This design comes from an exercise in tuning for small area and a short achievable clock period on the open sky130 flow, not from production work. In this exercise RTL edits were held to simulation tests only and were not proved equivalent to the original.

## flow/design.v (module list and top-level ports; edited modules follow where they fit)
// module fir: 2127 lines
// module fa: 4 lines
module fir(
    input clk,
    input signed [15:0] noisy_signal,
    output signed [15:0] filtered_signal
);
  // ...
==> flow/run.sh <==
#!/bin/bash
# synth_recipe.tcl (not shown) runs the flow's synth.tcl, then flattens the netlist and writes it again
# the make line also repeats each setting of config.mk as NAME=value (left out here)
make -C /OpenROAD-flow-scripts/flow DESIGN_CONFIG=/design/flow/config.mk WORK_HOME=/design/flow/orfs CLKGATE_MAP_FILE= SYNTH_SCRIPT=/design/flow/synth_recipe.tcl finish
==> flow/config.mk <==
export PLATFORM = sky130hd
export DESIGN_NAME = fir
export DESIGN_NICKNAME = fir
export VERILOG_FILES = /design/flow/design.v
export SDC_FILE = /design/flow/constraint.sdc
export NUM_CORES = 4
export LEC_CHECK = 0
export CAP_MARGIN = 20
export CORE_MARGIN = 2
export CORE_UTILIZATION = 60
export SETUP_SLACK_MARGIN = 3.0
export SLEW_MARGIN = 20
export SYNTH_HIERARCHICAL = 1
export SYNTH_MINIMUM_KEEP_SIZE = 0
==> flow/constraint.sdc <==
create_clock -name core_clock -period 6.0 [get_ports {clk}]
set_input_delay 1.2000 -clock core_clock [delete_from_list [all_inputs] [get_ports {clk}]]
set_output_delay 1.2000 -clock core_clock [all_outputs]
set_load 0.01 [all_outputs]
==> out/metrics.csv, run 1 <==
metric;value;unit
outcome;finished clean;
PortBufs;32;
worst hold path startpoint;r2[9];
total of plain and repair buffers excluding clock buffers;36;
crit-path cells;fa_1, fa_1, ha_1, a211oi_1, o21ai_2, a31oi_2, mux2i_1, nand4_1;
worst setup path endpoint;y[15];
drt drc;0;
Fin. Hold Viols;0;
count of cells along the worst register-to-register path;8;
count of clock buffers in the final design;60;
max capacitance violation total;0;
number of buffers added for setup after CTS;0;
setup repair after global routing missed its margin;yes;
area grow syn2layout;11.5;%
placed cell count;1899;
final routed wire length divided by cell count;22.4;um
setup violation total in the final timing report;0;
post-synthesis instance total;1414;
CP top delay family;adder cells;
via count;10581;
number of hold buffers added after cts;0;
vias in the first global route;12080;
highest clock rate;339;MHz
sequential share of cell area;0.347;
crit path max fanout;5;
basic-gate share of the synthesized area counting and, or, nand and nor cells;0.0270;
number of buffers added by the clock tree synthesis step;42;
async set-or-reset flop fraction in the synthesized netlist;0;
commonest non-fill, non-tap cell in the layout;sky130_fd_sc_hd__fa_1;
end of the worst register-to-register path;y[15];
Layout Cell Area excl Fill;23300;sq um
worst-margin pin slew;0.827;ns
final instance count without filler cells;1978;
proportion of netlist area held by the largest area contributor;0.443;
==> run 2: changes to the inputs <==
--- a/flow/config.mk
+++ b/flow/config.mk
@@ -8,6 +8,6 @@
 export CAP_MARGIN = 20
 export CORE_MARGIN = 2
-export CORE_UTILIZATION = 60
-export SETUP_SLACK_MARGIN = 3.0
+export CORE_UTILIZATION = 40
+export SETUP_SLACK_MARGIN = 3.5
 export SLEW_MARGIN = 20
 export SYNTH_HIERARCHICAL = 1
==> run 2 against run 1 <==
Effect of this change: still clean on timing, DRC and antenna; die area up 49%; clock-buffer cell count down 1; critical path depth unchanged; sequential share of layout area down 1.1 points; core utilization down 20 points; non-clock buffer count up 85; worst hold slack worse by 0.0038 ns; routed wire length up 3.3%; cell count up 16%; critical path type unchanged; highest routed layer unchanged.
==> out/metrics.csv, run 2 <==
metric;value;unit;change
total congestion overflow;0;;unchanged
count of routing violations after the opening detailed-route iteration;510;;was 571
die boundary width;232;um;was 191 um
WP data required;6.44;ns;was 6.43 ns
commonest non-fill, non-tap cell in the layout;sky130_fd_sc_hd__fa_1;;unchanged
CP top delay family;adder cells;;unchanged
root cell of the clock tree;sky130_fd_sc_hd__clkbuf_16;;unchanged
Antenna Cells;0;;unchanged
number of H-tree branching levels;2;;unchanged
antenna violations before repair;0;;unchanged
post-detailed-routing wire length;45800;um;was 44300 um
worst setup slack after layout;3.32;ns;was 3.05 ns
worst path bufs/invs;0;;unchanged
most common cell in the netlist;sky130_fd_sc_hd__fa_1;;unchanged
Max Buffers Root-to-Sink;3;;unchanged
worst reg-to-reg setup slack;3.32;ns;was 3.05 ns
commonest cells after routing, fill and taps aside;sky130_fd_sc_hd__fa_1, sky130_fd_sc_hd__dfxtp_1, sky130_fd_sc_hd__inv_1, sky130_fd_sc_hd__buf_4, sky130_fd_sc_hd__fa_2;;was sky130_fd_sc_hd__fa_1, sky130_fd_sc_hd__dfxtp_1, sky130_fd_sc_hd__inv_1, sky130_fd_sc_hd__ha_1, sky130_fd_sc_hd__a21oi_1
final core utilization;0.481;;was 0.677
cell types with the highest counts after synthesis;sky130_fd_sc_hd__fa_1, sky130_fd_sc_hd__dfxtp_1, sky130_fd_sc_hd__inv_1, sky130_fd_sc_hd__ha_1, sky130_fd_sc_hd__a21oi_1;;unchanged
pin count of the biggest net entering global routing;15;;unchanged
Final period util;0.446;;was 0.492
met1 track utilization from global routing;0.232;;was 0.384
routability congestion estimate;0.856;;was 0.880
sum of negative setup slack;0;ns;unchanged
global-route wire length before repair;71700;um;was 70800 um
routing usage on met3;0.0288;;was 0.0517
max capacitance violation total;0;;unchanged
mean area per synthesized cell;14.8;sq um;unchanged
synthesized cell area;20900;sq um;unchanged
final routed wire length divided by cell count;20.0;um;was 22.4 um
via density per instance;4.80;;was 5.35
Yosys warnings;7;;unchanged
die outline area;54000;sq um;was 36300 sq um
number of hold buffers added after cts;0;;unchanged
largest area contributor in the synthesized netlist;sky130_fd_sc_hd__fa_1;;unchanged
setup violation total in the final timing report;0;;unchanged
number of flops mapped to enable cells by yosys;0;;unchanged
Die Span Y;232;um;was 191 um
crit path max fanout;5;;unchanged
startpoint-to-endpoint class of the critical path;register to register;;unchanged
met2 demand-to-capacity share in global routing;0.316;;was 0.445
library cells used by synthesis;67;;unchanged
crit-path cells;fa_1, fa_1, ha_4, a211oi_2, o21ai_4, a31oi_4, mux2i_1, nand4_1;;was fa_1, fa_1, ha_1, a211oi_1, o21ai_2, a31oi_2, mux2i_1, nand4_1
first-pass iteration count of the detailed router;5;;unchanged
largest incremental delay on the critical path;0.56;ns;was 0.61 ns
proportion of netlist area held by the largest area contributor;0.443;;unchanged
biggest regs;p0_0 x17, p1_m1 x17, p2_m1 x17;;unchanged
placement-stage worst setup slack;3.09;ns;was 2.69 ns
CP arrival;3.12;ns;was 3.39 ns
number of antenna-violating nets in the routed design;0;;unchanged
kind of start point of the critical path;register;;unchanged
max-slew violation count;0;;unchanged
commonest register cell after synthesis;sky130_fd_sc_hd__dfxtp_1;;unchanged
clock latency of the later-clocked register in the worst-skew pair;0.57;ns;was 0.56 ns
capturing element type of the critical path;register;;unchanged
worst clock skew;0.0247;ns;was 0.0128 ns
flip-flop and latch count after synthesis;403;;unchanged
drt drc;0;;unchanged
number of nets in the final layout;2119;;was 2032
floorplan row count;83;;was 68
library cell appearing most often on the critical path;sky130_fd_sc_hd__fa_1;;unchanged
post-synthesis instance total;1414;;unchanged
TritonCTS clock tree;yes;;unchanged
PortBufs;32;;unchanged
starting density of the core;0.405;;was 0.607
Synth area leaders;sky130_fd_sc_hd__fa_1, sky130_fd_sc_hd__dfxtp_1, sky130_fd_sc_hd__ha_1;;unchanged
setup repair after global routing missed its margin;yes;;unchanged
I/O pin total;33;;unchanged
async set-or-reset flop fraction in the synthesized netlist;0;;unchanged
clock edge transition at the registers on the reported setup and hold paths;0.06;ns;about the same
Fin. Hold Viols;0;;unchanged
Std-Cell Core Area;51500;sq um;was 34400 sq um
peak-usage layer in the global routing report;met2;;unchanged
global-route usage over all layers;0.180;;was 0.272
post-synthesis sequential area ratio;0.386;;unchanged
CP max-delay cell;sky130_fd_sc_hd__fa_1;;unchanged
final critical-path required period;2.68;ns;was 2.95 ns
outcome;finished clean;;unchanged
number of nets in the synthesized netlist;1956;;unchanged
clock sink total;403;;unchanged
area grow syn2layout;18.7;%;was 11.5%
Min-Delay Path Class;register to register;;unchanged
HPWL Detailed;35300;um;about the same
fraction of layout instances using a drive strength above 1;0.230;;was 0.0696
number of buffers added by the clock tree synthesis step;44;;was 42
via count;10984;;was 10581
highest clock rate;374;MHz;was 339 MHz
vias in the first global route;12472;;was 12080
[run 2: cell count changes in the layout (fill, tap and decap cells not counted), sizes merged]
cell	change
buf	+85
clkdlybuf4s50	-16
dlygate4sd2	+16
clkinv	+4
bufinv	-2
clkinvlp	+2
clkbuf	-1
inv	-1
[run 2: cells by family after synthesis]
logic type | after synthesis | share of synthesized area
other | 1 | 0.000180
muxes | 3 | 0.00144
xor gates and xnor gates | 51 | 0.0214
buffers and inverters | 151 | 0.0274
DFF | 403 | 0.386
AOI/OAI and AO/OA | 165 | 0.0546
and+or+nand+nor | 113 | 0.0270
adders and majority gates | 527 | 0.482
[run 2: final timing paths]
| path | from | end | cells after the start |
|---|---|---|---|
| setup / recovery | q3_161 | y[15] | 8 |
| hold reg to reg | r2[8] | r3[8] | 0 |
| setup reg to reg | q3_161 | y[15] | 8 |
| hold / removal | r2[8] | r3[8] | 0 |
[run 2: metrics by stage]
stage	hold WS (ns)	area [sq um]	cells
floorplan	0.310	21000	1414
global placement	0.310	22100	2122
detailed placement	0.312	22100	2122
CTS	0.321	24100	2235
global route	0.327	24800	2290
finish	0.319	24800	2290
[run 2: cell type report]
class                           count  area (sq um)
Fill cell                        4515         26700
Multi-Input combinational cell    860         12600
Sequential cell                   403          8340
Clock buffer                       59          1220
Timing Repair Buffer              121          1040
Tap cell                          680           851
Inverter                          147           558
Clock inverter                     20           190
[run 2: timing repair]
action / CTS / global route
pin swaps: 20 / 60
setup endpoints to repair: 120 / 71
setup buffers: 34 / 55
gates resized for setup: 150 / 105
[run 2: modules after synthesis (local to each module, per instance)]
module,cell area [sq um],cells
fa,20.0,1
fir,11700,956
[run 2: worst reg2reg max path: cells and delay by family (launching register included)]
family,cells,cell delay [ns]
AND/OR/NAND/NOR,1,0.09
adder cells (fa/ha/maj),3,1.23
AO/OA/AOI/OAI,3,0.73
flip-flops,1,0.31
multiplexers,1,0.21
[run 2: metal layers]
layer | up-vias | share of wire | wire, um
li1 | 4852 | - | -
met1 | 5878 | 0.41 | 18900
met2 | 186 | 0.53 | 24200
met3 | 68 | 0.036 | 1650
met4 | 0 | 0.023 | 1050
met5 | - | 0 | 0

## afterwards: timing with drivers on the ports
How much do the figures lean on ideal ports? The routed layouts below were timed once more, with nothing changed but the port constraints. Step 1, drivers: a clkbuf_16 drives clk and a buf_2 each remaining input, both assumed. Step 2, shift: input delay + t, output delay - t, t = (earliest + latest rising clock arrival at the registers) / 2. This alone moves slack from input paths to output paths. Slacks: no drivers / after step 1 / after step 2; pairs: no drivers / after step 1.
run	t, ns	slack for setup (ns)	hold slack, ns	cell pins on the clock port's net
run 1	0.611	3.048 / 3.048 / 3.048	0.323 / 0.323 / 0.323	1
run 2	0.619	3.323 / 3.323 / 3.323	0.319 / 0.319 / 0.319	1
After both steps every run listed still meets setup and hold.
